This design comes from an exercise in tuning for small area, a short achievable clock period and few clock cycles on the open sky130 flow, not from production work. Where RTL was checked, it was by simulation tests only, not by an equivalence proof against the original. Function not checked in runs 1 and 2: the RTL went through the layout flow alone.

==> flow/design.v (outline; a module is shown in full before it is edited, if it fits) <==
// module sdiv_op: 157 lines
// module sdiv_sub: 245 lines
// module sdiv_pg0c: 4 lines
// module sdiv_pg0: 4 lines
// module sdiv_xnor: 3 lines
// module sdiv_oai_en: 3 lines
// module sdiv_oai: 4 lines
// module sdiv_aoi: 4 lines
// module sdiv_inv2: 4 lines
// module sdiv_abs: 173 lines
// module sdiv_nor2: 3 lines
// module sdiv_nand2: 3 lines
// module sdiv_inv1: 3 lines
// module sdiv_shl: 14 lines
// module sdiv_msb: 29 lines
// module sdiv_dnext: 12 lines
// module sdiv_rnext: 11 lines
// module sdiv_shamt: 11 lines
module sdiv_op #(parameter INPUTS = 2,
		parameter OUTPUTS = 1,
		parameter DATA_IN_SIZE = 32,
		parameter DATA_OUT_SIZE = 32)
		(
		input clk,
		input rst,
		input [INPUTS * (DATA_IN_SIZE)- 1 : 0]data_in_bus,
		input [INPUTS - 1 : 0]valid_in_bus,
		output [INPUTS - 1 : 0] ready_in_bus,
		output [OUTPUTS * (DATA_OUT_SIZE) - 1 : 0]data_out_bus,
		output [OUTPUTS - 1 : 0]valid_out_bus,
		input [OUTPUTS - 1 : 0] ready_out_bus
);
  // ...
==> flow/flow/run.sh <==
#!/bin/bash
# The standard layout, with small plain buffers on the ports instead of the
# delay cells buffer_ports picks by default. Every port still gets a buffer.
set -euo pipefail
export BUFFER_PORTS_ARGS="-buffer_cell sky130_fd_sc_hd__buf_2"
bash standard.sh > standard.log 2>&1
==> flow/standard.sh <==
#!/bin/bash
# synth_recipe.tcl (not shown) runs the flow's synth.tcl, then flattens the netlist and writes it again
# the make line also repeats each setting of config.mk as NAME=value (left out here)
make -C /OpenROAD-flow-scripts/flow DESIGN_CONFIG=/design/flow/config.mk WORK_HOME=/design/flow/orfs CLKGATE_MAP_FILE= SYNTH_SCRIPT=/design/flow/synth_recipe.tcl "${@:-finish}"
==> flow/config.mk <==
export PLATFORM = sky130hd
export DESIGN_NAME = sdiv_op
export DESIGN_NICKNAME = sdiv_op
export VERILOG_FILES = /design/flow/design.v
export SDC_FILE = /design/flow/constraint.sdc
export NUM_CORES = 4
export LEC_CHECK = 0
export CAP_MARGIN = 20
export CORE_MARGIN = 2
export CORE_UTILIZATION = 45
export PLACE_DENSITY = 0.6
export SETUP_SLACK_MARGIN = 2.4
export SLEW_MARGIN = 20
export SYNTH_HIERARCHICAL = 1
==> flow/constraint.sdc <==
create_clock -name core_clock -period 5.0 [get_ports {clk}]
set_input_delay 1.0000 -clock core_clock [delete_from_list [all_inputs] [get_ports {clk}]]
set_output_delay 1.0000 -clock core_clock [all_outputs]
set_load 0.01 [all_outputs]
==> flow_metrics.env, run 1 <==
export IMPL_outcome="complete, no violations"
export IMPL_busiest_layer="met2"
export IMPL_worstPathMaxFanout=14
export IMPL_hold_path_startpoint="pa$_DFFE_PN_"
export IMPL_cts_tree="built"
export IMPL_die_w_um=183
export IMPL_placed_area_mm2=0.0152
export IMPL_path_clk_slew_ns=0.07
export IMPL_dp_cells=2181
export IMPL_r2r_cells=8
export IMPL_period_minus_slack_ns=2.50
export IMPL_via_count=12900
export IMPL_fin_crit_sh_pct=50.1
export IMPL_whs_ns=0.495
export IMPL_portBuffers=103
export IMPL_final_seq_area_mm2=0.00322
export IMPL_worstSetupEndpoint="d[26]$_DFF_P_"
export IMPL_stdcell_count=2225
export IMPL_grt_total_usage_pct=26.5
export IMPL_numCtsBuffers=17
export IMPL_crit_family="compound AO/OA/AOI/OAI gates"
export IMPL_endpoint_kind="flop"
export IMPL_reg_top3="d x32, q x32, r x32"
export IMPL_gr_usage_met2_pct=42.8
export IMPL_n_fill_cell=3019
==> module sdiv_op, before the edit <==
module sdiv_op #(parameter INPUTS = 2,
		parameter OUTPUTS = 1,
		parameter DATA_IN_SIZE = 32,
		parameter DATA_OUT_SIZE = 32)
		(
		input clk,
		input rst,
		input [INPUTS * (DATA_IN_SIZE)- 1 : 0]data_in_bus,
		input [INPUTS - 1 : 0]valid_in_bus,
		output [INPUTS - 1 : 0] ready_in_bus,
		output [OUTPUTS * (DATA_OUT_SIZE) - 1 : 0]data_out_bus,
		output [OUTPUTS - 1 : 0]valid_out_bus,
		input [OUTPUTS - 1 : 0] ready_out_bus
);
	localparam S_ACC = 2'd0, S_PRE = 2'd1, S_SHF = 2'd2, S_DIV = 2'd3;
	reg [1:0]  state;
	reg        rdy;       
	reg [1:0]  rin;       
	reg [1:0]  got;       
	reg        ov;        
	reg [31:0] r;         
	reg [31:0] d;         
	reg [31:0] q;         
	reg [4:0]  cnt;       
	reg        xtra;      
	reg [4:0]  ma;        
	reg        pa;        
	reg [4:0]  mb;        
	reg        zq;        
	reg [4:0]  shr;       
	reg        spr;       
	reg        sa, sb;    
	reg        cin_f;     
	reg        sb_f;      
	wire [1:0] rdy2 = {2{rdy}} & ~got;    
	assign ready_in_bus = rin;
	wire [1:0] fire = valid_in_bus & rdy2;
	wire [1:0] got_n = got | fire;
	wire qfree = ~ov | ready_out_bus[0];
	wire pre = (state == S_PRE);
	wire shf = (state == S_SHF);
	wire div = (state == S_DIV);
	wire sq = sa ^ sb;
	wire [31:0] ain = data_in_bus[31:0];
	wire [31:0] bin = data_in_bus[63:32];
	wire [31:0] aabs;
	sdiv_abs u_abs (.a(ain), .y(aabs));
	wire [31:0] aone = ain ^ {32{ain[31]}};
	wire [31:0] bone = bin ^ {32{bin[31]}};
	wire [4:0] ma_in, mb_in;
	sdiv_msb u_ma (.x(aone), .m(ma_in));
	sdiv_msb u_mb (.x(bone), .m(mb_in));
	wire pa_in = ain[31] & ~|(~ain[31:1] & ain[30:0]);
	wire [31:0] diff;
	wire qb, rsel;
	wire ren = (div | (pre & sq & qfree)) & ~rdy2[0];
	sdiv_sub u_sub (.r(r), .d(d), .cin(cin_f), .en(ren), .diff(diff), .ge(qb), .ge_en(rsel));
	wire [4:0] sh;
	wire sp;
	sdiv_shamt u_sh (.ma(ma), .mb(mb), .pa(pa), .sh(sh), .sp(sp));
	wire take = rdy & (&got_n);
	wire [31:0] r_nx;
	sdiv_rnext u_rn (.ld(rdy2[0]), .ldv(aabs), .sel(rsel), .diff(diff), .r(r), .y(r_nx));
	wire [31:0] dsh, d_nx;
	sdiv_shl u_shl (.x(d), .fill(sb_f), .s0(spr), .s(shr), .y(dsh));
	sdiv_dnext u_dn (.ld(rdy2[1]), .ldv(bone), .shf(shf), .dsh(dsh),
		.div(div), .d(d), .y(d_nx));
	assign valid_out_bus = ov;
	assign data_out_bus = q;
	reg [1:0] state_n;
	reg       rdy_n, ov_n;
	reg [1:0] got_nx;
	always @* begin
		state_n = state;
		rdy_n = rdy;
		ov_n = ov & ~ready_out_bus[0];
		got_nx = got;
		if (rdy) got_nx = take ? 2'b00 : got_n;
		case (state)
			S_PRE: if (qfree) begin
				if (~qb) begin
					state_n = S_ACC;
					rdy_n = 1'b1;
				end else
					state_n = S_SHF;
			end
			S_SHF: begin
				state_n = S_DIV;
				rdy_n = (shr == 5'd0) & ~spr;
			end
			S_DIV: begin
				rdy_n = xtra ? (cnt == 5'd0) : (cnt == 5'd1);
				if (cnt == 5'd0 && !xtra) begin
					ov_n = 1'b1;
					if (take) state_n = S_PRE;
					else begin
						state_n = S_ACC;
						rdy_n = 1'b1;
					end
				end
			end
			default: begin
				if (zq) ov_n = 1'b1;
				if (take) begin
					state_n = S_PRE;
					rdy_n = 1'b0;
				end
			end
		endcase
	end
	always @(posedge clk, posedge rst)
		if (rst) begin
			state <= S_ACC;
			zq <= 1'b0;
			rdy <= 1'b1;
			rin <= 2'b11;
			got <= 2'b00;
			ov <= 1'b0;
		end else begin
			state <= state_n;
			zq <= pre & qfree & ~qb;
			rdy <= rdy_n;
			rin <= {2{rdy_n}} & ~got_nx;
			got <= got_nx;
			ov <= ov_n;
		end
	always @(posedge clk) begin
		case (state)
			S_PRE: if (qfree) q <= {32{sq}};
			S_SHF: begin
				cnt <= shr;
				xtra <= spr;
			end
			S_DIV: begin
				q <= {q[30:0], qb ^ sq};
				if (cnt == 5'd0) xtra <= 1'b0;
				else cnt <= cnt - 5'd1;
			end
			default: if (zq) q <= 32'd0;
		endcase
		r <= r_nx;
		d <= d_nx;
		shr <= sh;
		spr <= sp;
		if (rdy2[0]) begin
			sa <= ain[31];
			ma <= ma_in;
			pa <= pa_in;
		end
		if (rdy2[1]) begin
			sb <= bin[31];
			sb_f <= bin[31];
			cin_f <= ~bin[31];
			mb <= mb_in;
		end
	end
endmodule
==> module sdiv_shl, before the edit <==
module sdiv_shl (
	input  [31:0] x,
	input         fill,
	input         s0,
	input  [4:0]  s,
	output [31:0] y
);
	wire [31:0] y0 = s[0] ? {x[30:0],  {1{fill}}}  : x;
	wire [31:0] y1 = s[1] ? {y0[29:0], {2{fill}}}  : y0;
	wire [31:0] y2 = s[2] ? {y1[27:0], {4{fill}}}  : y1;
	wire [31:0] y3 = s[3] ? {y2[23:0], {8{fill}}}  : y2;
	wire [31:0] y4 = s[4] ? {y3[15:0], {16{fill}}} : y3;
	assign y       = s0   ? {y4[30:0], {1{fill}}}  : y4;
endmodule
==> module sdiv_msb, before the edit <==
module sdiv_msb (
input  [31:0] x,
output reg [4:0] m
);
	reg [15:0] v1; reg [15:0] p1;
	reg [7:0]  v2; reg [15:0] p2;
	reg [3:0]  v3; reg [11:0] p3;
	reg [1:0]  v4; reg [7:0]  p4;
	integer i;
	always @* begin
		for (i = 0; i < 16; i = i + 1) begin
			v1[i] = x[2*i+1] | x[2*i];
			p1[i] = x[2*i+1];
		end
		for (i = 0; i < 8; i = i + 1) begin
			v2[i] = v1[2*i+1] | v1[2*i];
			p2[2*i +: 2] = v1[2*i+1] ? {1'b1, p1[2*i+1]} : {1'b0, p1[2*i]};
		end
		for (i = 0; i < 4; i = i + 1) begin
			v3[i] = v2[2*i+1] | v2[2*i];
			p3[3*i +: 3] = v2[2*i+1] ? {1'b1, p2[2*(2*i+1) +: 2]} : {1'b0, p2[2*(2*i) +: 2]};
		end
		for (i = 0; i < 2; i = i + 1) begin
			v4[i] = v3[2*i+1] | v3[2*i];
			p4[4*i +: 4] = v3[2*i+1] ? {1'b1, p3[3*(2*i+1) +: 3]} : {1'b0, p3[3*(2*i) +: 3]};
		end
		m = v4[1] ? {1'b1, p4[7:4]} : {1'b0, p4[3:0]};
	end
endmodule
==> inputs of run 2 (changes only) <==
--- a/flow/design.v
+++ b/flow/design.v
@@ -17,197 +17,145 @@
 	reg        rdy;       
 	reg [1:0]  rin;       
 	reg [1:0]  got;       
 	reg        ov;        
 	reg [31:0] r;         
 	reg [31:0] d;         
 	reg [31:0] q;         
 	reg [4:0]  cnt;       
-	reg        xtra;      
-	reg [4:0]  ma;        
-	reg        pa;        
-	reg [4:0]  mb;        
-	reg        zq;        
 	reg [4:0]  shr;       
-	reg        spr;       
+	reg        zq;        
 	reg        sa, sb;    
 	reg        cin_f;     
 	reg        sb_f;      
 	wire [1:0] rdy2 = {2{rdy}} & ~got;    
 	assign ready_in_bus = rin;
 	wire [1:0] fire = valid_in_bus & rdy2;
 	wire [1:0] got_n = got | fire;
 	wire qfree = ~ov | ready_out_bus[0];
-	wire pre = (state == S_PRE);
-	wire shf = (state == S_SHF);
-	wire div = (state == S_DIV);
 	wire sq = sa ^ sb;
 	wire [31:0] ain = data_in_bus[31:0];
 	wire [31:0] bin = data_in_bus[63:32];
 	wire [31:0] aabs;
 	sdiv_abs u_abs (.a(ain), .y(aabs));
-	wire [31:0] aone = ain ^ {32{ain[31]}};
-	wire [31:0] bone = bin ^ {32{bin[31]}};
-	wire [4:0] ma_in, mb_in;
-	sdiv_msb u_ma (.x(aone), .m(ma_in));
-	sdiv_msb u_mb (.x(bone), .m(mb_in));
-	wire pa_in = ain[31] & ~|(~ain[31:1] & ain[30:0]);
 	wire [31:0] diff;
-	wire qb, rsel;
-	wire ren = (div | (pre & sq & qfree)) & ~rdy2[0];
-	sdiv_sub u_sub (.r(r), .d(d), .cin(cin_f), .en(ren), .diff(diff), .ge(qb), .ge_en(rsel));
-	wire [4:0] sh;
-	wire sp;
-	sdiv_shamt u_sh (.ma(ma), .mb(mb), .pa(pa), .sh(sh), .sp(sp));
+	wire qb;
+	sdiv_sub u_sub (.r(r), .d(d), .cin(cin_f), .diff(diff), .ge(qb));
 	wire take = rdy & (&got_n);
-	wire [31:0] r_nx;
-	sdiv_rnext u_rn (.ld(rdy2[0]), .ldv(aabs), .sel(rsel), .diff(diff), .r(r), .y(r_nx));
 	wire [31:0] dsh, d_nx;
-	sdiv_shl u_shl (.x(d), .fill(sb_f), .s0(spr), .s(shr), .y(dsh));
-	sdiv_dnext u_dn (.ld(rdy2[1]), .ldv(bone), .shf(shf), .dsh(dsh),
-		.div(div), .d(d), .y(d_nx));
+	sdiv_dnext u_dn (.ld(rdy2[1]), .ldv(bin ^ {32{bin[31]}}), .shf(state == S_SHF), .dsh(dsh),
+		.div(state == S_DIV), .d(d), .y(d_nx));
+	sdiv_shl u_shl (.x(d), .fill(sb_f), .s(shr), .y(dsh));
+	wire [4:0] mr, md, sh;
+	wire sh_ge;
+	sdiv_msb u_mr (.x(r), .m(mr));
+	sdiv_msb u_md (.x(d), .m(md));
+	sdiv_sub5 u_sh (.r(mr), .d(md), .cin(1'b1), .diff(sh), .ge(sh_ge));
 	assign valid_out_bus = ov;
 	assign data_out_bus = q;
 	reg [1:0] state_n;
 	reg       rdy_n, ov_n;
 	reg [1:0] got_nx;
 	always @* begin
 		state_n = state;
 		rdy_n = rdy;
 		ov_n = ov & ~ready_out_bus[0];
 		got_nx = got;
 		if (rdy) got_nx = take ? 2'b00 : got_n;
 		case (state)
+			S_ACC: begin
+				if (zq) ov_n = 1'b1;
+				if (take) begin
+					state_n = S_PRE;
+					rdy_n = 1'b0;
+				end
+			end
 			S_PRE: if (qfree) begin
 				if (~qb) begin
 					state_n = S_ACC;
 					rdy_n = 1'b1;
 				end else
 					state_n = S_SHF;
 			end
 			S_SHF: begin
 				state_n = S_DIV;
-				rdy_n = (shr == 5'd0) & ~spr;
+				rdy_n = (shr == 5'd0);
 			end
-			S_DIV: begin
-				rdy_n = xtra ? (cnt == 5'd0) : (cnt == 5'd1);
-				if (cnt == 5'd0 && !xtra) begin
+			default: begin
+				rdy_n = (cnt == 5'd1);
+				if (cnt == 5'd0) begin
 					ov_n = 1'b1;
 					if (take) state_n = S_PRE;
 					else begin
 						state_n = S_ACC;
 						rdy_n = 1'b1;
 					end
 				end
 			end
-			default: begin
-				if (zq) ov_n = 1'b1;
-				if (take) begin
-					state_n = S_PRE;
-					rdy_n = 1'b0;
-				end
-			end
 		endcase
 	end
 	always @(posedge clk, posedge rst)
 		if (rst) begin
 			state <= S_ACC;
 			zq <= 1'b0;
 			rdy <= 1'b1;
 			rin <= 2'b11;
 			got <= 2'b00;
 			ov <= 1'b0;
 		end else begin
 			state <= state_n;
-			zq <= pre & qfree & ~qb;
+			zq <= (state == S_PRE) & qfree & ~qb;
 			rdy <= rdy_n;
 			rin <= {2{rdy_n}} & ~got_nx;
 			got <= got_nx;
 			ov <= ov_n;
 		end
 	always @(posedge clk) begin
 		case (state)
-			S_PRE: if (qfree) q <= {32{sq}};
-			S_SHF: begin
-				cnt <= shr;
-				xtra <= spr;
+			S_ACC: if (zq) q <= 32'd0;
+			S_PRE: if (qfree) begin
+				q <= {32{sq}};
+				if (sq) r <= diff;
 			end
 			S_DIV: begin
+				if (qb) r <= diff;
 				q <= {q[30:0], qb ^ sq};
-				if (cnt == 5'd0) xtra <= 1'b0;
-				else cnt <= cnt - 5'd1;
+				cnt <= cnt - 5'd1;
 			end
-			default: if (zq) q <= 32'd0;
+			default: ;
 		endcase
-		r <= r_nx;
-		d <= d_nx;
-		shr <= sh;
-		spr <= sp;
 		if (rdy2[0]) begin
+			r <= aabs;
 			sa <= ain[31];
-			ma <= ma_in;
-			pa <= pa_in;
 		end
+		d <= d_nx;
+		shr <= sh;
+		if (state == S_SHF) cnt <= shr;
 		if (rdy2[1]) begin
 			sb <= bin[31];
 			sb_f <= bin[31];
 			cin_f <= ~bin[31];
-			mb <= mb_in;
 		end
 	end
 endmodule
 module sdiv_sub (
 	input  [31:0] r,
 	input  [31:0] d,
 	input         cin,
-	input         en,
 	output [31:0] diff,
-	output        ge,
-	output        ge_en
+	output        ge
 );
 	wire [31:0] g0, p0;
 	wire [31:0] g1, p1;
 	wire [31:0] g2, p2;
 	wire [31:0] g3, p3;
 	wire [31:0] g4, p4;
 	wire [31:0] g5, p5;
 	wire [31:0] t;
-	sdiv_pg0c u0_0 (.a(r[0]), .b(d[0]), .c(cin), .gn(g0[0]), .pn(p0[0]));
-	sdiv_pg0 u0_1 (.a(r[1]), .b(d[1]), .gn(g0[1]), .pn(p0[1]));
-	sdiv_pg0 u0_2 (.a(r[2]), .b(d[2]), .gn(g0[2]), .pn(p0[2]));
-	sdiv_pg0 u0_3 (.a(r[3]), .b(d[3]), .gn(g0[3]), .pn(p0[3]));
-	sdiv_pg0 u0_4 (.a(r[4]), .b(d[4]), .gn(g0[4]), .pn(p0[4]));
-	sdiv_pg0 u0_5 (.a(r[5]), .b(d[5]), .gn(g0[5]), .pn(p0[5]));
-	sdiv_pg0 u0_6 (.a(r[6]), .b(d[6]), .gn(g0[6]), .pn(p0[6]));
-	sdiv_pg0 u0_7 (.a(r[7]), .b(d[7]), .gn(g0[7]), .pn(p0[7]));
-	sdiv_pg0 u0_8 (.a(r[8]), .b(d[8]), .gn(g0[8]), .pn(p0[8]));
-	sdiv_pg0 u0_9 (.a(r[9]), .b(d[9]), .gn(g0[9]), .pn(p0[9]));
-	sdiv_pg0 u0_10 (.a(r[10]), .b(d[10]), .gn(g0[10]), .pn(p0[10]));
-	sdiv_pg0 u0_11 (.a(r[11]), .b(d[11]), .gn(g0[11]), .pn(p0[11]));
-	sdiv_pg0 u0_12 (.a(r[12]), .b(d[12]), .gn(g0[12]), .pn(p0[12]));
-	sdiv_pg0 u0_13 (.a(r[13]), .b(d[13]), .gn(g0[13]), .pn(p0[13]));
-	sdiv_pg0 u0_14 (.a(r[14]), .b(d[14]), .gn(g0[14]), .pn(p0[14]));
-	sdiv_pg0 u0_15 (.a(r[15]), .b(d[15]), .gn(g0[15]), .pn(p0[15]));
-	sdiv_pg0 u0_16 (.a(r[16]), .b(d[16]), .gn(g0[16]), .pn(p0[16]));
-	sdiv_pg0 u0_17 (.a(r[17]), .b(d[17]), .gn(g0[17]), .pn(p0[17]));
-	sdiv_pg0 u0_18 (.a(r[18]), .b(d[18]), .gn(g0[18]), .pn(p0[18]));
-	sdiv_pg0 u0_19 (.a(r[19]), .b(d[19]), .gn(g0[19]), .pn(p0[19]));
-	sdiv_pg0 u0_20 (.a(r[20]), .b(d[20]), .gn(g0[20]), .pn(p0[20]));
-	sdiv_pg0 u0_21 (.a(r[21]), .b(d[21]), .gn(g0[21]), .pn(p0[21]));
-	sdiv_pg0 u0_22 (.a(r[22]), .b(d[22]), .gn(g0[22]), .pn(p0[22]));
-	sdiv_pg0 u0_23 (.a(r[23]), .b(d[23]), .gn(g0[23]), .pn(p0[23]));
-	sdiv_pg0 u0_24 (.a(r[24]), .b(d[24]), .gn(g0[24]), .pn(p0[24]));
-	sdiv_pg0 u0_25 (.a(r[25]), .b(d[25]), .gn(g0[25]), .pn(p0[25]));
-	sdiv_pg0 u0_26 (.a(r[26]), .b(d[26]), .gn(g0[26]), .pn(p0[26]));
-	sdiv_pg0 u0_27 (.a(r[27]), .b(d[27]), .gn(g0[27]), .pn(p0[27]));
-	sdiv_pg0 u0_28 (.a(r[28]), .b(d[28]), .gn(g0[28]), .pn(p0[28]));
-	sdiv_pg0 u0_29 (.a(r[29]), .b(d[29]), .gn(g0[29]), .pn(p0[29]));
-	sdiv_pg0 u0_30 (.a(r[30]), .b(d[30]), .gn(g0[30]), .pn(p0[30]));
-	sdiv_pg0 u0_31 (.a(r[31]), .b(d[31]), .gn(g0[31]), .pn(p0[31]));
 	sdiv_xnor ut_0 (.a(r[0]), .b(d[0]), .y(t[0]));
 	sdiv_xnor ut_1 (.a(r[1]), .b(d[1]), .y(t[1]));
 	sdiv_xnor ut_2 (.a(r[2]), .b(d[2]), .y(t[2]));
 	sdiv_xnor ut_3 (.a(r[3]), .b(d[3]), .y(t[3]));
 	sdiv_xnor ut_4 (.a(r[4]), .b(d[4]), .y(t[4]));
 	sdiv_xnor ut_5 (.a(r[5]), .b(d[5]), .y(t[5]));
 	sdiv_xnor ut_6 (.a(r[6]), .b(d[6]), .y(t[6]));
 	sdiv_xnor ut_7 (.a(r[7]), .b(d[7]), .y(t[7]));
@@ -230,16 +178,48 @@
 	sdiv_xnor ut_24 (.a(r[24]), .b(d[24]), .y(t[24]));
 	sdiv_xnor ut_25 (.a(r[25]), .b(d[25]), .y(t[25]));
 	sdiv_xnor ut_26 (.a(r[26]), .b(d[26]), .y(t[26]));
 	sdiv_xnor ut_27 (.a(r[27]), .b(d[27]), .y(t[27]));
 	sdiv_xnor ut_28 (.a(r[28]), .b(d[28]), .y(t[28]));
 	sdiv_xnor ut_29 (.a(r[29]), .b(d[29]), .y(t[29]));
 	sdiv_xnor ut_30 (.a(r[30]), .b(d[30]), .y(t[30]));
 	sdiv_xnor ut_31 (.a(r[31]), .b(d[31]), .y(t[31]));
+	sdiv_pg0c u0_0 (.a(r[0]), .b(d[0]), .c(cin), .gn(g0[0]), .pn(p0[0]));
+	sdiv_pg0 u0_1 (.a(r[1]), .b(d[1]), .gn(g0[1]), .pn(p0[1]));
+	sdiv_pg0 u0_2 (.a(r[2]), .b(d[2]), .gn(g0[2]), .pn(p0[2]));
+	sdiv_pg0 u0_3 (.a(r[3]), .b(d[3]), .gn(g0[3]), .pn(p0[3]));
+	sdiv_pg0 u0_4 (.a(r[4]), .b(d[4]), .gn(g0[4]), .pn(p0[4]));
+	sdiv_pg0 u0_5 (.a(r[5]), .b(d[5]), .gn(g0[5]), .pn(p0[5]));
+	sdiv_pg0 u0_6 (.a(r[6]), .b(d[6]), .gn(g0[6]), .pn(p0[6]));
+	sdiv_pg0 u0_7 (.a(r[7]), .b(d[7]), .gn(g0[7]), .pn(p0[7]));
+	sdiv_pg0 u0_8 (.a(r[8]), .b(d[8]), .gn(g0[8]), .pn(p0[8]));
+	sdiv_pg0 u0_9 (.a(r[9]), .b(d[9]), .gn(g0[9]), .pn(p0[9]));
+	sdiv_pg0 u0_10 (.a(r[10]), .b(d[10]), .gn(g0[10]), .pn(p0[10]));
+	sdiv_pg0 u0_11 (.a(r[11]), .b(d[11]), .gn(g0[11]), .pn(p0[11]));
+	sdiv_pg0 u0_12 (.a(r[12]), .b(d[12]), .gn(g0[12]), .pn(p0[12]));
+	sdiv_pg0 u0_13 (.a(r[13]), .b(d[13]), .gn(g0[13]), .pn(p0[13]));
+	sdiv_pg0 u0_14 (.a(r[14]), .b(d[14]), .gn(g0[14]), .pn(p0[14]));
+	sdiv_pg0 u0_15 (.a(r[15]), .b(d[15]), .gn(g0[15]), .pn(p0[15]));
+	sdiv_pg0 u0_16 (.a(r[16]), .b(d[16]), .gn(g0[16]), .pn(p0[16]));
+	sdiv_pg0 u0_17 (.a(r[17]), .b(d[17]), .gn(g0[17]), .pn(p0[17]));
+	sdiv_pg0 u0_18 (.a(r[18]), .b(d[18]), .gn(g0[18]), .pn(p0[18]));
+	sdiv_pg0 u0_19 (.a(r[19]), .b(d[19]), .gn(g0[19]), .pn(p0[19]));
+	sdiv_pg0 u0_20 (.a(r[20]), .b(d[20]), .gn(g0[20]), .pn(p0[20]));
+	sdiv_pg0 u0_21 (.a(r[21]), .b(d[21]), .gn(g0[21]), .pn(p0[21]));
+	sdiv_pg0 u0_22 (.a(r[22]), .b(d[22]), .gn(g0[22]), .pn(p0[22]));
+	sdiv_pg0 u0_23 (.a(r[23]), .b(d[23]), .gn(g0[23]), .pn(p0[23]));
+	sdiv_pg0 u0_24 (.a(r[24]), .b(d[24]), .gn(g0[24]), .pn(p0[24]));
+	sdiv_pg0 u0_25 (.a(r[25]), .b(d[25]), .gn(g0[25]), .pn(p0[25]));
+	sdiv_pg0 u0_26 (.a(r[26]), .b(d[26]), .gn(g0[26]), .pn(p0[26]));
+	sdiv_pg0 u0_27 (.a(r[27]), .b(d[27]), .gn(g0[27]), .pn(p0[27]));
+	sdiv_pg0 u0_28 (.a(r[28]), .b(d[28]), .gn(g0[28]), .pn(p0[28]));
+	sdiv_pg0 u0_29 (.a(r[29]), .b(d[29]), .gn(g0[29]), .pn(p0[29]));
+	sdiv_pg0 u0_30 (.a(r[30]), .b(d[30]), .gn(g0[30]), .pn(p0[30]));
+	sdiv_pg0 u0_31 (.a(r[31]), .b(d[31]), .gn(g0[31]), .pn(p0[31]));
 	sdiv_inv2 u1_0 (.g(g0[0]), .p(p0[0]), .go(g1[0]), .po(p1[0]));
 	sdiv_oai u1_1 (.gh(g0[1]), .ph(p0[1]), .gl(g0[0]), .pl(p0[0]), .go(g1[1]), .po(p1[1]));
 	sdiv_oai u1_2 (.gh(g0[2]), .ph(p0[2]), .gl(g0[1]), .pl(p0[1]), .go(g1[2]), .po(p1[2]));
 	sdiv_oai u1_3 (.gh(g0[3]), .ph(p0[3]), .gl(g0[2]), .pl(p0[2]), .go(g1[3]), .po(p1[3]));
 	sdiv_oai u1_4 (.gh(g0[4]), .ph(p0[4]), .gl(g0[3]), .pl(p0[3]), .go(g1[4]), .po(p1[4]));
 	sdiv_oai u1_5 (.gh(g0[5]), .ph(p0[5]), .gl(g0[4]), .pl(p0[4]), .go(g1[5]), .po(p1[5]));
 	sdiv_oai u1_6 (.gh(g0[6]), .ph(p0[6]), .gl(g0[5]), .pl(p0[5]), .go(g1[6]), .po(p1[6]));
 	sdiv_oai u1_7 (.gh(g0[7]), .ph(p0[7]), .gl(g0[6]), .pl(p0[6]), .go(g1[7]), .po(p1[7]));
@@ -393,32 +373,69 @@
 	sdiv_oai u5_27 (.gh(g4[27]), .ph(p4[27]), .gl(g4[11]), .pl(p4[11]), .go(g5[27]), .po(p5[27]));
 	sdiv_oai u5_28 (.gh(g4[28]), .ph(p4[28]), .gl(g4[12]), .pl(p4[12]), .go(g5[28]), .po(p5[28]));
 	sdiv_oai u5_29 (.gh(g4[29]), .ph(p4[29]), .gl(g4[13]), .pl(p4[13]), .go(g5[29]), .po(p5[29]));
 	sdiv_oai u5_30 (.gh(g4[30]), .ph(p4[30]), .gl(g4[14]), .pl(p4[14]), .go(g5[30]), .po(p5[30]));
 	sdiv_oai u5_31 (.gh(g4[31]), .ph(p4[31]), .gl(g4[15]), .pl(p4[15]), .go(g5[31]), .po(p5[31]));
 	wire [32:0] c = {g5, cin};
 	assign diff = t ^ c[31:0];
 	assign ge = c[32];
-	sdiv_oai_en ue (.gh(g4[31]), .ph(p4[31]), .gl(g4[15]), .en(en), .y(ge_en));
+endmodule
+module sdiv_sub5 (
+	input  [4:0] r,
+	input  [4:0] d,
+	input         cin,
+	output [4:0] diff,
+	output        ge
+);
+	wire [4:0] g0, p0;
+	wire [4:0] g1, p1;
+	wire [4:0] g2, p2;
+	wire [4:0] g3, p3;
+	wire [4:0] t;
+	sdiv_xnor ut_0 (.a(r[0]), .b(d[0]), .y(t[0]));
+	sdiv_xnor ut_1 (.a(r[1]), .b(d[1]), .y(t[1]));
+	sdiv_xnor ut_2 (.a(r[2]), .b(d[2]), .y(t[2]));
+	sdiv_xnor ut_3 (.a(r[3]), .b(d[3]), .y(t[3]));
+	sdiv_xnor ut_4 (.a(r[4]), .b(d[4]), .y(t[4]));
+	sdiv_pg0c u0_0 (.a(r[0]), .b(d[0]), .c(cin), .gn(g0[0]), .pn(p0[0]));
+	sdiv_pg0 u0_1 (.a(r[1]), .b(d[1]), .gn(g0[1]), .pn(p0[1]));
+	sdiv_pg0 u0_2 (.a(r[2]), .b(d[2]), .gn(g0[2]), .pn(p0[2]));
+	sdiv_pg0 u0_3 (.a(r[3]), .b(d[3]), .gn(g0[3]), .pn(p0[3]));
+	sdiv_pg0 u0_4 (.a(r[4]), .b(d[4]), .gn(g0[4]), .pn(p0[4]));
+	sdiv_inv2 u1_0 (.g(g0[0]), .p(p0[0]), .go(g1[0]), .po(p1[0]));
+	sdiv_oai u1_1 (.gh(g0[1]), .ph(p0[1]), .gl(g0[0]), .pl(p0[0]), .go(g1[1]), .po(p1[1]));
+	sdiv_oai u1_2 (.gh(g0[2]), .ph(p0[2]), .gl(g0[1]), .pl(p0[1]), .go(g1[2]), .po(p1[2]));
+	sdiv_oai u1_3 (.gh(g0[3]), .ph(p0[3]), .gl(g0[2]), .pl(p0[2]), .go(g1[3]), .po(p1[3]));
+	sdiv_oai u1_4 (.gh(g0[4]), .ph(p0[4]), .gl(g0[3]), .pl(p0[3]), .go(g1[4]), .po(p1[4]));
+	sdiv_inv2 u2_0 (.g(g1[0]), .p(p1[0]), .go(g2[0]), .po(p2[0]));
+	sdiv_inv2 u2_1 (.g(g1[1]), .p(p1[1]), .go(g2[1]), .po(p2[1]));
+	sdiv_aoi u2_2 (.gh(g1[2]), .ph(p1[2]), .gl(g1[0]), .pl(p1[0]), .go(g2[2]), .po(p2[2]));
+	sdiv_aoi u2_3 (.gh(g1[3]), .ph(p1[3]), .gl(g1[1]), .pl(p1[1]), .go(g2[3]), .po(p2[3]));
+	sdiv_aoi u2_4 (.gh(g1[4]), .ph(p1[4]), .gl(g1[2]), .pl(p1[2]), .go(g2[4]), .po(p2[4]));
+	sdiv_inv2 u3_0 (.g(g2[0]), .p(p2[0]), .go(g3[0]), .po(p3[0]));
+	sdiv_inv2 u3_1 (.g(g2[1]), .p(p2[1]), .go(g3[1]), .po(p3[1]));
+	sdiv_inv2 u3_2 (.g(g2[2]), .p(p2[2]), .go(g3[2]), .po(p3[2]));
+	sdiv_inv2 u3_3 (.g(g2[3]), .p(p2[3]), .go(g3[3]), .po(p3[3]));
+	sdiv_oai u3_4 (.gh(g2[4]), .ph(p2[4]), .gl(g2[0]), .pl(p2[0]), .go(g3[4]), .po(p3[4]));
+	wire [5:0] c = {g3, cin};
+	assign diff = t ^ c[4:0];
+	assign ge = c[5];
 endmodule
 module sdiv_pg0c (input a, input b, input c, output gn, output pn);
 	assign gn = ~((a & ~b) | ((a | ~b) & c));
 	assign pn = ~(a | ~b);
 endmodule
 module sdiv_pg0 (input a, input b, output gn, output pn);
 	assign gn = ~(a & ~b);
 	assign pn = ~(a | ~b);
 endmodule
 module sdiv_xnor (input a, input b, output y);
 	assign y = a ^ ~b;
 endmodule
-module sdiv_oai_en (input gh, input ph, input gl, input en, output y);
-	assign y = ~(gh & (ph | gl)) & en;
-endmodule
 module sdiv_oai (input gh, input ph, input gl, input pl, output go, output po);
 	assign go = ~(gh & (ph | gl));
 	assign po = ~(ph | pl);
 endmodule
 module sdiv_aoi (input gh, input ph, input gl, input pl, output go, output po);
 	assign go = ~(gh | (ph & gl));
 	assign po = ~(ph & pl);
 endmodule
@@ -606,82 +623,134 @@
 	assign y = ~(a & b);
 endmodule
 module sdiv_inv1 (input a, output y);
 	assign y = ~a;
 endmodule
 module sdiv_shl (
 	input  [31:0] x,
 	input         fill,
-	input         s0,
 	input  [4:0]  s,
 	output [31:0] y
 );
 	wire [31:0] y0 = s[0] ? {x[30:0],  {1{fill}}}  : x;
 	wire [31:0] y1 = s[1] ? {y0[29:0], {2{fill}}}  : y0;
 	wire [31:0] y2 = s[2] ? {y1[27:0], {4{fill}}}  : y1;
 	wire [31:0] y3 = s[3] ? {y2[23:0], {8{fill}}}  : y2;
-	wire [31:0] y4 = s[4] ? {y3[15:0], {16{fill}}} : y3;
-	assign y       = s0   ? {y4[30:0], {1{fill}}}  : y4;
+	assign y       = s[4] ? {y3[15:0], {16{fill}}} : y3;
 endmodule
 module sdiv_msb (
-input  [31:0] x,
-output reg [4:0] m
+	input  [31:0] x,
+	output [4:0]  m
 );
-	reg [15:0] v1; reg [15:0] p1;
-	reg [7:0]  v2; reg [15:0] p2;
-	reg [3:0]  v3; reg [11:0] p3;
-	reg [1:0]  v4; reg [7:0]  p4;
-	integer i;
-	always @* begin
-		for (i = 0; i < 16; i = i + 1) begin
-			v1[i] = x[2*i+1] | x[2*i];
-			p1[i] = x[2*i+1];
-		end
-		for (i = 0; i < 8; i = i + 1) begin
-			v2[i] = v1[2*i+1] | v1[2*i];
-			p2[2*i +: 2] = v1[2*i+1] ? {1'b1, p1[2*i+1]} : {1'b0, p1[2*i]};
-		end
-		for (i = 0; i < 4; i = i + 1) begin
-			v3[i] = v2[2*i+1] | v2[2*i];
-			p3[3*i +: 3] = v2[2*i+1] ? {1'b1, p2[2*(2*i+1) +: 2]} : {1'b0, p2[2*(2*i) +: 2]};
-		end
-		for (i = 0; i < 2; i = i + 1) begin
-			v4[i] = v3[2*i+1] | v3[2*i];
-			p4[4*i +: 4] = v3[2*i+1] ? {1'b1, p3[3*(2*i+1) +: 3]} : {1'b0, p3[3*(2*i) +: 3]};
-		end
-		m = v4[1] ? {1'b1, p4[7:4]} : {1'b0, p4[3:0]};
-	end
+	wire [31:0] a0 = x;
+	wire [15:0] a1;
+	sdiv_or2 o1_0 (.a(a0[1]), .b(a0[0]), .y(a1[0]));
+	sdiv_or2 o1_1 (.a(a0[3]), .b(a0[2]), .y(a1[1]));
+	sdiv_or2 o1_2 (.a(a0[5]), .b(a0[4]), .y(a1[2]));
+	sdiv_or2 o1_3 (.a(a0[7]), .b(a0[6]), .y(a1[3]));
+	sdiv_or2 o1_4 (.a(a0[9]), .b(a0[8]), .y(a1[4]));
+	sdiv_or2 o1_5 (.a(a0[11]), .b(a0[10]), .y(a1[5]));
+	sdiv_or2 o1_6 (.a(a0[13]), .b(a0[12]), .y(a1[6]));
+	sdiv_or2 o1_7 (.a(a0[15]), .b(a0[14]), .y(a1[7]));
+	sdiv_or2 o1_8 (.a(a0[17]), .b(a0[16]), .y(a1[8]));
+	sdiv_or2 o1_9 (.a(a0[19]), .b(a0[18]), .y(a1[9]));
+	sdiv_or2 o1_10 (.a(a0[21]), .b(a0[20]), .y(a1[10]));
+	sdiv_or2 o1_11 (.a(a0[23]), .b(a0[22]), .y(a1[11]));
+	sdiv_or2 o1_12 (.a(a0[25]), .b(a0[24]), .y(a1[12]));
+	sdiv_or2 o1_13 (.a(a0[27]), .b(a0[26]), .y(a1[13]));
+	sdiv_or2 o1_14 (.a(a0[29]), .b(a0[28]), .y(a1[14]));
+	sdiv_or2 o1_15 (.a(a0[31]), .b(a0[30]), .y(a1[15]));
+	wire [7:0] a2;
+	sdiv_or2 o2_0 (.a(a1[1]), .b(a1[0]), .y(a2[0]));
+	sdiv_or2 o2_1 (.a(a1[3]), .b(a1[2]), .y(a2[1]));
+	sdiv_or2 o2_2 (.a(a1[5]), .b(a1[4]), .y(a2[2]));
+	sdiv_or2 o2_3 (.a(a1[7]), .b(a1[6]), .y(a2[3]));
+	sdiv_or2 o2_4 (.a(a1[9]), .b(a1[8]), .y(a2[4]));
+	sdiv_or2 o2_5 (.a(a1[11]), .b(a1[10]), .y(a2[5]));
+	sdiv_or2 o2_6 (.a(a1[13]), .b(a1[12]), .y(a2[6]));
+	sdiv_or2 o2_7 (.a(a1[15]), .b(a1[14]), .y(a2[7]));
+	wire [3:0] a3;
+	sdiv_or2 o3_0 (.a(a2[1]), .b(a2[0]), .y(a3[0]));
+	sdiv_or2 o3_1 (.a(a2[3]), .b(a2[2]), .y(a3[1]));
+	sdiv_or2 o3_2 (.a(a2[5]), .b(a2[4]), .y(a3[2]));
+	sdiv_or2 o3_3 (.a(a2[7]), .b(a2[6]), .y(a3[3]));
+	wire [1:0] a4;
+	sdiv_or2 o4_0 (.a(a3[1]), .b(a3[0]), .y(a4[0]));
+	sdiv_or2 o4_1 (.a(a3[3]), .b(a3[2]), .y(a4[1]));
+	wire [0:0] a5;
+	sdiv_or2 o5_0 (.a(a4[1]), .b(a4[0]), .y(a5[0]));
+	wire f0_0_0;
+	sdiv_pm p0_0_0 (.fh(a0[3]), .ah(a1[1]), .fl(a0[1]), .f(f0_0_0));
+	wire f0_0_1;
+	sdiv_pm p0_0_1 (.fh(a0[7]), .ah(a1[3]), .fl(a0[5]), .f(f0_0_1));
+	wire f0_0_2;
+	sdiv_pm p0_0_2 (.fh(a0[11]), .ah(a1[5]), .fl(a0[9]), .f(f0_0_2));
+	wire f0_0_3;
+	sdiv_pm p0_0_3 (.fh(a0[15]), .ah(a1[7]), .fl(a0[13]), .f(f0_0_3));
+	wire f0_0_4;
+	sdiv_pm p0_0_4 (.fh(a0[19]), .ah(a1[9]), .fl(a0[17]), .f(f0_0_4));
+	wire f0_0_5;
+	sdiv_pm p0_0_5 (.fh(a0[23]), .ah(a1[11]), .fl(a0[21]), .f(f0_0_5));
+	wire f0_0_6;
+	sdiv_pm p0_0_6 (.fh(a0[27]), .ah(a1[13]), .fl(a0[25]), .f(f0_0_6));
+	wire f0_0_7;
+	sdiv_pm p0_0_7 (.fh(a0[31]), .ah(a1[15]), .fl(a0[29]), .f(f0_0_7));
+	wire f0_1_0;
+	sdiv_pm p0_1_0 (.fh(f0_0_1), .ah(a2[1]), .fl(f0_0_0), .f(f0_1_0));
+	wire f0_1_1;
+	sdiv_pm p0_1_1 (.fh(f0_0_3), .ah(a2[3]), .fl(f0_0_2), .f(f0_1_1));
+	wire f0_1_2;
+	sdiv_pm p0_1_2 (.fh(f0_0_5), .ah(a2[5]), .fl(f0_0_4), .f(f0_1_2));
+	wire f0_1_3;
+	sdiv_pm p0_1_3 (.fh(f0_0_7), .ah(a2[7]), .fl(f0_0_6), .f(f0_1_3));
+	wire f0_2_0;
+	sdiv_pm p0_2_0 (.fh(f0_1_1), .ah(a3[1]), .fl(f0_1_0), .f(f0_2_0));
+	wire f0_2_1;
+	sdiv_pm p0_2_1 (.fh(f0_1_3), .ah(a3[3]), .fl(f0_1_2), .f(f0_2_1));
+	wire f0_3_0;
+	sdiv_pm p0_3_0 (.fh(f0_2_1), .ah(a4[1]), .fl(f0_2_0), .f(f0_3_0));
+	assign m[0] = f0_3_0;
+	wire f1_0_0;
+	sdiv_pm p1_0_0 (.fh(a1[3]), .ah(a2[1]), .fl(a1[1]), .f(f1_0_0));
+	wire f1_0_1;
+	sdiv_pm p1_0_1 (.fh(a1[7]), .ah(a2[3]), .fl(a1[5]), .f(f1_0_1));
+	wire f1_0_2;
+	sdiv_pm p1_0_2 (.fh(a1[11]), .ah(a2[5]), .fl(a1[9]), .f(f1_0_2));
+	wire f1_0_3;
+	sdiv_pm p1_0_3 (.fh(a1[15]), .ah(a2[7]), .fl(a1[13]), .f(f1_0_3));
+	wire f1_1_0;
+	sdiv_pm p1_1_0 (.fh(f1_0_1), .ah(a3[1]), .fl(f1_0_0), .f(f1_1_0));
+	wire f1_1_1;
+	sdiv_pm p1_1_1 (.fh(f1_0_3), .ah(a3[3]), .fl(f1_0_2), .f(f1_1_1));
+	wire f1_2_0;
+	sdiv_pm p1_2_0 (.fh(f1_1_1), .ah(a4[1]), .fl(f1_1_0), .f(f1_2_0));
+	assign m[1] = f1_2_0;
+	wire f2_0_0;
+	sdiv_pm p2_0_0 (.fh(a2[3]), .ah(a3[1]), .fl(a2[1]), .f(f2_0_0));
+	wire f2_0_1;
+	sdiv_pm p2_0_1 (.fh(a2[7]), .ah(a3[3]), .fl(a2[5]), .f(f2_0_1));
+	wire f2_1_0;
+	sdiv_pm p2_1_0 (.fh(f2_0_1), .ah(a4[1]), .fl(f2_0_0), .f(f2_1_0));
+	assign m[2] = f2_1_0;
+	wire f3_0_0;
+	sdiv_pm p3_0_0 (.fh(a3[3]), .ah(a4[1]), .fl(a3[1]), .f(f3_0_0));
+	assign m[3] = f3_0_0;
+	assign m[4] = a4[1];
+endmodule
+module sdiv_pm (input fh, input ah, input fl, output f);
+	assign f = fh | (~ah & fl);
+endmodule
+module sdiv_or2 (input a, input b, output y);
+	assign y = a | b;
 endmodule
 module sdiv_dnext (
 	input         ld,
 	input  [31:0] ldv,
 	input         shf,
 	input  [31:0] dsh,
 	input         div,
 	input  [31:0] d,
 	output [31:0] y
 );
 	wire [31:0] base = ld ? ldv : (div ? {1'b0, d[31:1]} : d);
 	assign y = shf ? dsh : base;
 endmodule
-module sdiv_rnext (
-	input         ld,
-	input  [31:0] ldv,
-	input         sel,
-	input  [31:0] diff,
-	input  [31:0] r,
-	output [31:0] y
-);
-	wire [31:0] base = ld ? ldv : r;
-	assign y = sel ? diff : base;
-endmodule
-module sdiv_shamt (
-	input  [4:0] ma,
-	input  [4:0] mb,
-	input        pa,
-	output [4:0] sh,
-	output       sp
-);
-	wire [5:0] df = {1'b0, ma} - {1'b0, mb};
-	assign sh = df[5] ? 5'd0 : df[4:0];
-	assign sp = pa & ~df[5];
-endmodule
==> flow/flow/run.sh (replaced) <==
#!/bin/bash
# The standard layout, with small plain buffers on the ports instead of the
# delay cells buffer_ports picks by default. Every port still gets a buffer.
set -euo pipefail
export BUFFER_PORTS_ARGS="-buffer_cell sky130_fd_sc_hd__buf_1"
bash standard.sh > standard.log 2>&1
==> flow/config.mk (replaced) <==
export PLATFORM = sky130hd
export DESIGN_NAME = sdiv_op
export DESIGN_NICKNAME = sdiv_op
export VERILOG_FILES = /design/flow/design.v
export SDC_FILE = /design/flow/constraint.sdc
export NUM_CORES = 4
export LEC_CHECK = 0
export CAP_MARGIN = 20
export CORE_MARGIN = 2
export CORE_UTILIZATION = 55
export CTS_BUF_LIST = sky130_fd_sc_hd__clkbuf_4 sky130_fd_sc_hd__clkbuf_8
export PLACE_DENSITY = 0.65
export SETUP_SLACK_MARGIN = 2.4
export SLEW_MARGIN = 20
export SYNTH_HIERARCHICAL = 1
==> flow_metrics.env, run 2 <==
export IMPL_outcome="complete, no violations"
export IMPL_die_w_um=158
export IMPL_cp_buffers_inverters=1
export IMPL_reg_top3="d x32, q x32, r x32"
export IMPL_syn_area_mm2=0.0131
export IMPL_hold_class="input pin to asynchronous set/reset pin"
export IMPL_htreeDepth=4
export IMPL_final_common_cell="nand2_1"
export IMPL_cp_arrival_ns=2.72
export IMPL_critPathSlowestCell="dfxtp_1"
export IMPL_setup_tns_ns=0
export IMPL_syn_inst=1520
export IMPL_clock_sinks=118
export IMPL_placed_area_mm2=0.0136
export IMPL_drive_above_1_share_pct=25.9
export IMPL_numCtsBuffers=17
export IMPL_routedWlPerCell_um=19.2
export IMPL_ys_warn_count=7
export IMPL_worst_setup_path_type="flop to flop"
export IMPL_path_clk_slew_ns=0.09
export IMPL_setup_violations_final=0
export IMPL_clock_latency_ns=0.46
export IMPL_via_count=11100
export IMPL_clock_root_buffer="clkbuf_8"
export IMPL_final_seq_area_mm2=0.00316
export IMPL_drt_iter0_drc=1003
export IMPL_rows=56
export IMPL_totalWireLength_mm=37.2
export IMPL_required_ns=5.17
export IMPL_antenna_found_initial=0
export IMPL_final_cell_mix="176 x nand2_1, 152 x nor2_1, 134 x inv_1"
export IMPL_gr_total_overflow=0
export IMPL_portBuffers=103
export IMPL_dieHeight_um=158
export IMPL_grt_setup_unrepaired="false"
export IMPL_avgSynthCellArea_um2=8.61
export IMPL_period_minus_slack_ns=2.55
export IMPL_met3_usage_pct=3.81
export IMPL_worstPathCellList="nor2b_2 > nor2_1 > nand2_1 > nor2_1 > nand2_1 > o21ai_4 > mux2i_4 > o21ai_4 > buf_12"
export IMPL_grt_total_usage_pct=29.7
export IMPL_endpoint_kind="flop"
export IMPL_start_util_pct=55.9
export IMPL_cp_start_kind="flop"
export IMPL_cts_buffer_depth=2
export IMPL_busiest_layer="met2"
export IMPL_tightestPinTransition_ns=1.04
export IMPL_max_freq_mhz=393
export IMPL_crit_family="simple AND/OR/NAND/NOR gates"
export IMPL_grt_max_degree=75
export IMPL_fin_worst_skew_ns=0.0147
export IMPL_gr_usage_met2_pct=48.8
export IMPL_cts_tree="built"
export IMPL_antenna_cells=0
export IMPL_drv_slew=0
export IMPL_multi_input_area_mm2=0.00909
export IMPL_use_met1_pct=39.7
export IMPL_slew_headroom_pct=30.8
export IMPL_final_antenna_net_count=0
export IMPL_drv_cap=0
export IMPL_viasPerCell=5.71
export IMPL_fin_area_mm2=0.0143
export IMPL_pin_count=104
export IMPL_coreArea_mm2=0.0234
export IMPL_fin_crit_sh_pct=51.0
export IMPL_dieArea_mm2=0.0251
export IMPL_fin_nets=1686
export IMPL_drc=0
export IMPL_grt_pass1_vias=10600
export IMPL_place_hpwl_mm=28.1
export IMPL_worstPathMaxFanout=16
export IMPL_grt_pass1_wl_mm=56.6
export IMPL_areaGrowthSynthToFinish_pct=8.92
export IMPL_n_fill_cell=2133
export IMPL_drtPass1Iterations=5
export IMPL_hold_viol_final=0
export IMPL_max_stage_delay_ns=0.42
export IMPL_holdBufCountCts=0
export IMPL_gp_congestion=1.01
-- run 2: worst register-to-register path, cell delays in order, from the launching register on --
cell and delay (ns):
dfxtp_1 0.42, nor2b_2 0.23, nor2_1 0.22, nand2_1 0.14, nor2_1 0.27, nand2_1 0.15, o21ai_4 0.28, mux2i_4 0.17
o21ai_4 0.21, buf_12 0.18
-- run 2: repair_timing --
action / 4_1_cts / 5_1_grt
resized for setup: 7 / 25
pin swaps: 2 / 0
gates cloned: 1 / 0
buffers inserted: 8 / 13
setup endpoints to repair: 54 / 40
-- run 2: worst paths after layout --
check                      cells past startpoint               end  slack [ns]             from
max in group asynchronous                      2  rin[1]$_DFF_PP1_        4.25              rst
max reg2reg                                    9   r[19]$_DFFE_PP_        2.45    d[25]$_DFF_P_
max                                            9   r[19]$_DFFE_PP_        2.45    d[25]$_DFF_P_
min                                            2      ov$_DFF_PP0_        0.46              rst
min in group core_clock                        2   q[27]$_DFFE_PP_        0.55  q[26]$_DFFE_PP_
min reg2reg                                    2   q[27]$_DFFE_PP_        0.55  q[26]$_DFFE_PP_
-- run 2: metrics by stage --
step                hold WS (ns)  util [%]  setup WS (ns)  cells
finish                     0.457      60.9           2.45   1942
global placement           0.524      58.0           2.00   1887
CTS                        0.431      60.1           2.40   1928
detailed placement         0.534      58.0           1.95   1887
floorplan                  0.521         -           2.53   1523
global route               0.462      60.9           2.40   1942
-- run 2: per-layer routing --
metal  share of wire, %  vias to the layer above
met1                 44                     5224
met4                3.6                        0
met5                  0                        -
met2                 47                      410
li1                   -                     5365
met3                5.3                       92
-- run 2: final cells by class --
type                    count  share of cell area [%]
well taps                 319                    2.80
inverters                 134                    3.53
clock buffers              17                    1.64
multi-input cells        1200                    63.8
clock inverters            15                    1.06
repair buffers            139                    5.05
flip-flops and latches    118                    22.2
==> module sdiv_dnext, before the edit <==
module sdiv_dnext (
	input         ld,
	input  [31:0] ldv,
	input         shf,
	input  [31:0] dsh,
	input         div,
	input  [31:0] d,
	output [31:0] y
);
	wire [31:0] base = ld ? ldv : (div ? {1'b0, d[31:1]} : d);
	assign y = shf ? dsh : base;
endmodule
==> inputs of run 3 (changes only) <==
--- a/flow/design.v
+++ b/flow/design.v
@@ -12,8 +12,8 @@
 		output [OUTPUTS - 1 : 0]valid_out_bus,
 		input [OUTPUTS - 1 : 0] ready_out_bus
 );
-	localparam S_ACC = 2'd0, S_PRE = 2'd1, S_SHF = 2'd2, S_DIV = 2'd3;
-	reg [1:0]  state;
+	localparam S_ACC = 4'b0001, S_PRE = 4'b0010, S_SHF = 4'b0100, S_DIV = 4'b1000;
+	reg [3:0]  state;
 	reg        rdy;       
 	reg [1:0]  rin;       
 	reg [1:0]  got;       
@@ -41,10 +41,9 @@
 	wire qb;
 	sdiv_sub u_sub (.r(r), .d(d), .cin(cin_f), .diff(diff), .ge(qb));
 	wire take = rdy & (&got_n);
-	wire [31:0] dsh, d_nx;
-	sdiv_dnext u_dn (.ld(rdy2[1]), .ldv(bin ^ {32{bin[31]}}), .shf(state == S_SHF), .dsh(dsh),
-		.div(state == S_DIV), .d(d), .y(d_nx));
-	sdiv_shl u_shl (.x(d), .fill(sb_f), .s(shr), .y(dsh));
+	wire [31:0] d_nx;
+	sdiv_dnext u_dn (.ld(rdy2[1]), .ldv(bin ^ {32{bin[31]}}), .shf(state[2]), .fill(sb_f), .s(shr),
+		.div(state[3]), .d(d), .y(d_nx));
 	wire [4:0] mr, md, sh;
 	wire sh_ge;
 	sdiv_msb u_mr (.x(r), .m(mr));
@@ -52,7 +51,7 @@
 	sdiv_sub5 u_sh (.r(mr), .d(md), .cin(1'b1), .diff(sh), .ge(sh_ge));
 	assign valid_out_bus = ov;
 	assign data_out_bus = q;
-	reg [1:0] state_n;
+	reg [3:0] state_n;
 	reg       rdy_n, ov_n;
 	reg [1:0] got_nx;
 	always @* begin
@@ -61,22 +60,22 @@
 		ov_n = ov & ~ready_out_bus[0];
 		got_nx = got;
 		if (rdy) got_nx = take ? 2'b00 : got_n;
-		case (state)
-			S_ACC: begin
+		case (1'b1)
+			state[0]: begin
 				if (zq) ov_n = 1'b1;
 				if (take) begin
 					state_n = S_PRE;
 					rdy_n = 1'b0;
 				end
 			end
-			S_PRE: if (qfree) begin
+			state[1]: if (qfree) begin
 				if (~qb) begin
 					state_n = S_ACC;
 					rdy_n = 1'b1;
 				end else
 					state_n = S_SHF;
 			end
-			S_SHF: begin
+			state[2]: begin
 				state_n = S_DIV;
 				rdy_n = (shr == 5'd0);
 			end
@@ -103,20 +102,20 @@
 			ov <= 1'b0;
 		end else begin
 			state <= state_n;
-			zq <= (state == S_PRE) & qfree & ~qb;
+			zq <= state[1] & qfree & ~qb;
 			rdy <= rdy_n;
 			rin <= {2{rdy_n}} & ~got_nx;
 			got <= got_nx;
 			ov <= ov_n;
 		end
 	always @(posedge clk) begin
-		case (state)
-			S_ACC: if (zq) q <= 32'd0;
-			S_PRE: if (qfree) begin
+		case (1'b1)
+			state[0]: if (zq) q <= 32'd0;
+			state[1]: if (qfree) begin
 				q <= {32{sq}};
 				if (sq) r <= diff;
 			end
-			S_DIV: begin
+			state[3]: begin
 				if (qb) r <= diff;
 				q <= {q[30:0], qb ^ sq};
 				cnt <= cnt - 5'd1;
@@ -129,7 +128,7 @@
 		end
 		d <= d_nx;
 		shr <= sh;
-		if (state == S_SHF) cnt <= shr;
+		if (state[2]) cnt <= shr;
 		if (rdy2[1]) begin
 			sb <= bin[31];
 			sb_f <= bin[31];
@@ -625,18 +624,6 @@
 module sdiv_inv1 (input a, output y);
 	assign y = ~a;
 endmodule
-module sdiv_shl (
-	input  [31:0] x,
-	input         fill,
-	input  [4:0]  s,
-	output [31:0] y
-);
-	wire [31:0] y0 = s[0] ? {x[30:0],  {1{fill}}}  : x;
-	wire [31:0] y1 = s[1] ? {y0[29:0], {2{fill}}}  : y0;
-	wire [31:0] y2 = s[2] ? {y1[27:0], {4{fill}}}  : y1;
-	wire [31:0] y3 = s[3] ? {y2[23:0], {8{fill}}}  : y2;
-	assign y       = s[4] ? {y3[15:0], {16{fill}}} : y3;
-endmodule
 module sdiv_msb (
 	input  [31:0] x,
 	output [4:0]  m
@@ -746,11 +733,17 @@
 	input         ld,
 	input  [31:0] ldv,
 	input         shf,
-	input  [31:0] dsh,
+	input         fill,
+	input  [4:0]  s,
 	input         div,
 	input  [31:0] d,
 	output [31:0] y
 );
+	wire [31:0] y0 = s[0] ? {d[30:0],  {1{fill}}}  : d;
+	wire [31:0] y1 = s[1] ? {y0[29:0], {2{fill}}}  : y0;
+	wire [31:0] y2 = s[2] ? {y1[27:0], {4{fill}}}  : y1;
+	wire [31:0] y3 = s[3] ? {y2[23:0], {8{fill}}}  : y2;
+	wire [31:0] dsh = s[4] ? {y3[15:0], {16{fill}}} : y3;
 	wire [31:0] base = ld ? ldv : (div ? {1'b0, d[31:1]} : d);
 	assign y = shf ? dsh : base;
 endmodule
--- a/flow/config.mk
+++ b/flow/config.mk
@@ -10,6 +10,6 @@
 export CORE_UTILIZATION = 55
 export CTS_BUF_LIST = sky130_fd_sc_hd__clkbuf_4 sky130_fd_sc_hd__clkbuf_8
 export PLACE_DENSITY = 0.65
-export SETUP_SLACK_MARGIN = 2.4
+export SETUP_SLACK_MARGIN = 2.7
 export SLEW_MARGIN = 20
 export SYNTH_HIERARCHICAL = 1
==> flow_metrics.env, run 3 <==
export IMPL_endpoint_kind="flop"
export IMPL_final_antenna_net_count=0
export IMPL_dieArea_mm2=0.0242
export IMPL_grt_pass1_vias=10800
export IMPL_path_clk_slew_ns=0.09
export IMPL_start_util_pct=55.9
export IMPL_setup_violations_final=0
export IMPL_outcome="complete, no violations"
export IMPL_portBuffers=103
export IMPL_required_ns=5.22
export IMPL_dieHeight_um=156
export IMPL_ff2ff_setup_slack_ns=2.57
export IMPL_reg_top3="d x32, q x32, r x32"
export IMPL_pin_count=104
export IMPL_via_count=11500
export IMPL_clock_sinks=120
export IMPL_final_common_cell="nor2_1"
export IMPL_setup_tns_ns=0
export IMPL_n_fill_cell=1953
export IMPL_tightestPinTransition_ns=1.05
export IMPL_cts_tree="built"
export IMPL_cp_start_kind="flop"
export IMPL_drv_slew=0
export IMPL_place_hpwl_mm=28.9
export IMPL_cp_arrival_ns=2.65
export IMPL_coreArea_mm2=0.0226
export IMPL_fin_worst_skew_ns=0.0200
export IMPL_numCtsBuffers=17
export IMPL_grt_total_usage_pct=32.7
export IMPL_drive_above_1_share_pct=31.3
export IMPL_syn_inst=1510
export IMPL_ys_warn_count=7
export IMPL_antenna_cells=0
export IMPL_drv_cap=0
export IMPL_whs_ns=0.480
export IMPL_grt_pass1_wl_mm=60.3
export IMPL_die_w_um=156
export IMPL_stdcell_count=1974
export IMPL_period_minus_slack_ns=2.43
export IMPL_gp_congestion=0.997
export IMPL_antenna_found_initial=0
export IMPL_gr_total_overflow=0
export IMPL_drt_iter0_drc=939
export IMPL_areaGrowthSynthToFinish_pct=17.5
export IMPL_htreeDepth=4
export IMPL_syn_area_mm2=0.0126
export IMPL_totalWireLength_mm=40.4
export IMPL_clock_root_buffer="clkbuf_8"
export IMPL_avgSynthCellArea_um2=8.38
export IMPL_slew_headroom_pct=29.7
export IMPL_hold_viol_final=0
export IMPL_drtPass1Iterations=5
export IMPL_clock_latency_ns=0.46
export IMPL_rows=55
export IMPL_cts_buffer_depth=2
export IMPL_grt_max_degree=53
export IMPL_drc=0
export IMPL_routedWlPerCell_um=20.5
export IMPL_viasPerCell=5.82
export IMPL_hold_class="input pin to asynchronous set/reset pin"
export IMPL_dp_cells=1840
export IMPL_worst_setup_path_type="flop to flop"
export IMPL_max_freq_mhz=412
export IMPL_final_cell_mix="166 x nor2_1, 148 x nand2_1, 122 x inv_1"
export IMPL_fin_nets=1748
export IMPL_worstPathMaxFanout=7
export IMPL_grt_setup_unrepaired="true"
export IMPL_fin_crit_sh_pct=48.5
## run 3: critical path: stages (launching register included)
cell and delay, ns:
edfxtp_1 0.48, buf_6 0.17, nor2b_4 0.17, o21ai_2 0.10
a21oi_2 0.16, o21ai_2 0.10, a21oi_2 0.19, o21ai_4 0.12
nor2b_4 0.16, a2bb2oi_4 0.26, o21ai_4 0.11, buf_6 0.18
## run 3: routing by layer
| layer | part of all wire (%) | vias to the layer above | GRT usage (%) |
|---|---|---|---|
| met5 | 0 | - | 0 |
| met4 | 4.2 | 0 | 13.7 |
| met3 | 7.1 | 100 | 4.50 |
| met2 | 46 | 510 | 52.2 |
| met1 | 43 | 5422 | 44.8 |
| li1 | - | 5464 | - |
## run 3: layout make-up
| cell class | instances | area (um2) | area share (%) |
|---|---|---|---|
| multi-input combinational | 1193 | 9040 | 60.9 |
| sequential | 120 | 3270 | 22.0 |
| timing repair buffer | 211 | 1280 | 8.64 |
| inverter | 131 | 499 | 3.36 |
| tap | 285 | 357 | 2.40 |
| clock buffer | 17 | 234 | 1.57 |
| clock inverter | 15 | 158 | 1.06 |
| timing repair inverter | 2 | 10.0 | 0.0674 |
## run 3: per-stage QoR
step / utilization (%) / worst slack [ns] / cell area, um2
floorplan: - / 2.54 / 12800
global placement: 58.5 / 1.98 / 13200
detailed placement: 58.5 / 1.92 / 13200
global route: 65.6 / 2.48 / 14900
finish: 65.6 / 2.57 / 14900
CTS: 63.1 / 2.63 / 14300
## run 3: final timing paths
| path | from | to | depth (start not counted) |
|---|---|---|---|
| worst min-delay path | rst | got[0]$_DFF_PP0_ | 2 |
| worst max-delay path | r[23]$_DFFE_PP_ | r[26]$_DFFE_PP_ | 11 |
| worst max register to register | r[23]$_DFFE_PP_ | r[26]$_DFFE_PP_ | 11 |
| worst min register to register | q[30]$_SDFFCE_PP0P_ | q[31]$_SDFFCE_PP0P_ | 1 |
| max in group asynchronous | rst | state[0]$_DFF_PP1_ | 2 |
| min in group core_clock | q[30]$_SDFFCE_PP0P_ | q[31]$_SDFFCE_PP0P_ | 1 |
## run 3: repair_timing
item                       4_1_cts  5_1_grt
gates cloned                     5        2
pin swaps                       21       20
hold buffers                     0        0
setup buffers                   54       41
hold endpoints to repair         0        0
setup endpoints to repair       70       70
resized for setup               56       68
Testbench counts of run 3, summed over its fixed seeds: cycles 16,327.

## re-timing with driven ports
The flow's constraints put no driver on any port. The routed layouts listed below were extracted and timed again, unchanged, in two steps. Step 1 (the two cells are an assumption about what drives the block):
set clk [get_ports {clk}]
set_driving_cell -lib_cell sky130_fd_sc_hd__clkbuf_16 $clk
set_driving_cell -lib_cell sky130_fd_sc_hd__buf_2 [delete_from_list [all_inputs] $clk]
Step 2 adds t to the input delays and takes it off the output delays; t is the mean of the earliest and latest rising clock arrival at the registers after step 1. Input paths then give back, and output paths get back, about the clock's delay inside the block. Three values: ideal, step 1, step 2; two values: the first two.
run | shift t [ns] | setup WS [ns] | hold WS [ns] | cell pins on the clock port's net
run 1 | 0.480 | 2.495 / 2.495 / 2.023 | 0.495 / 0.484 / 0.495 | 1
run 2 | 0.498 | 2.452 / 2.452 / 2.314 | 0.457 / 0.435 / 0.549 | 1
run 3 | 0.496 | 2.574 / 2.574 / 2.255 | 0.480 / 0.457 / 0.539 | 1
After both steps every run listed still meets setup and hold. The setup slack of run 1, which loses most, moves by 0.000 ns with the drivers and by -0.472 ns with both steps.
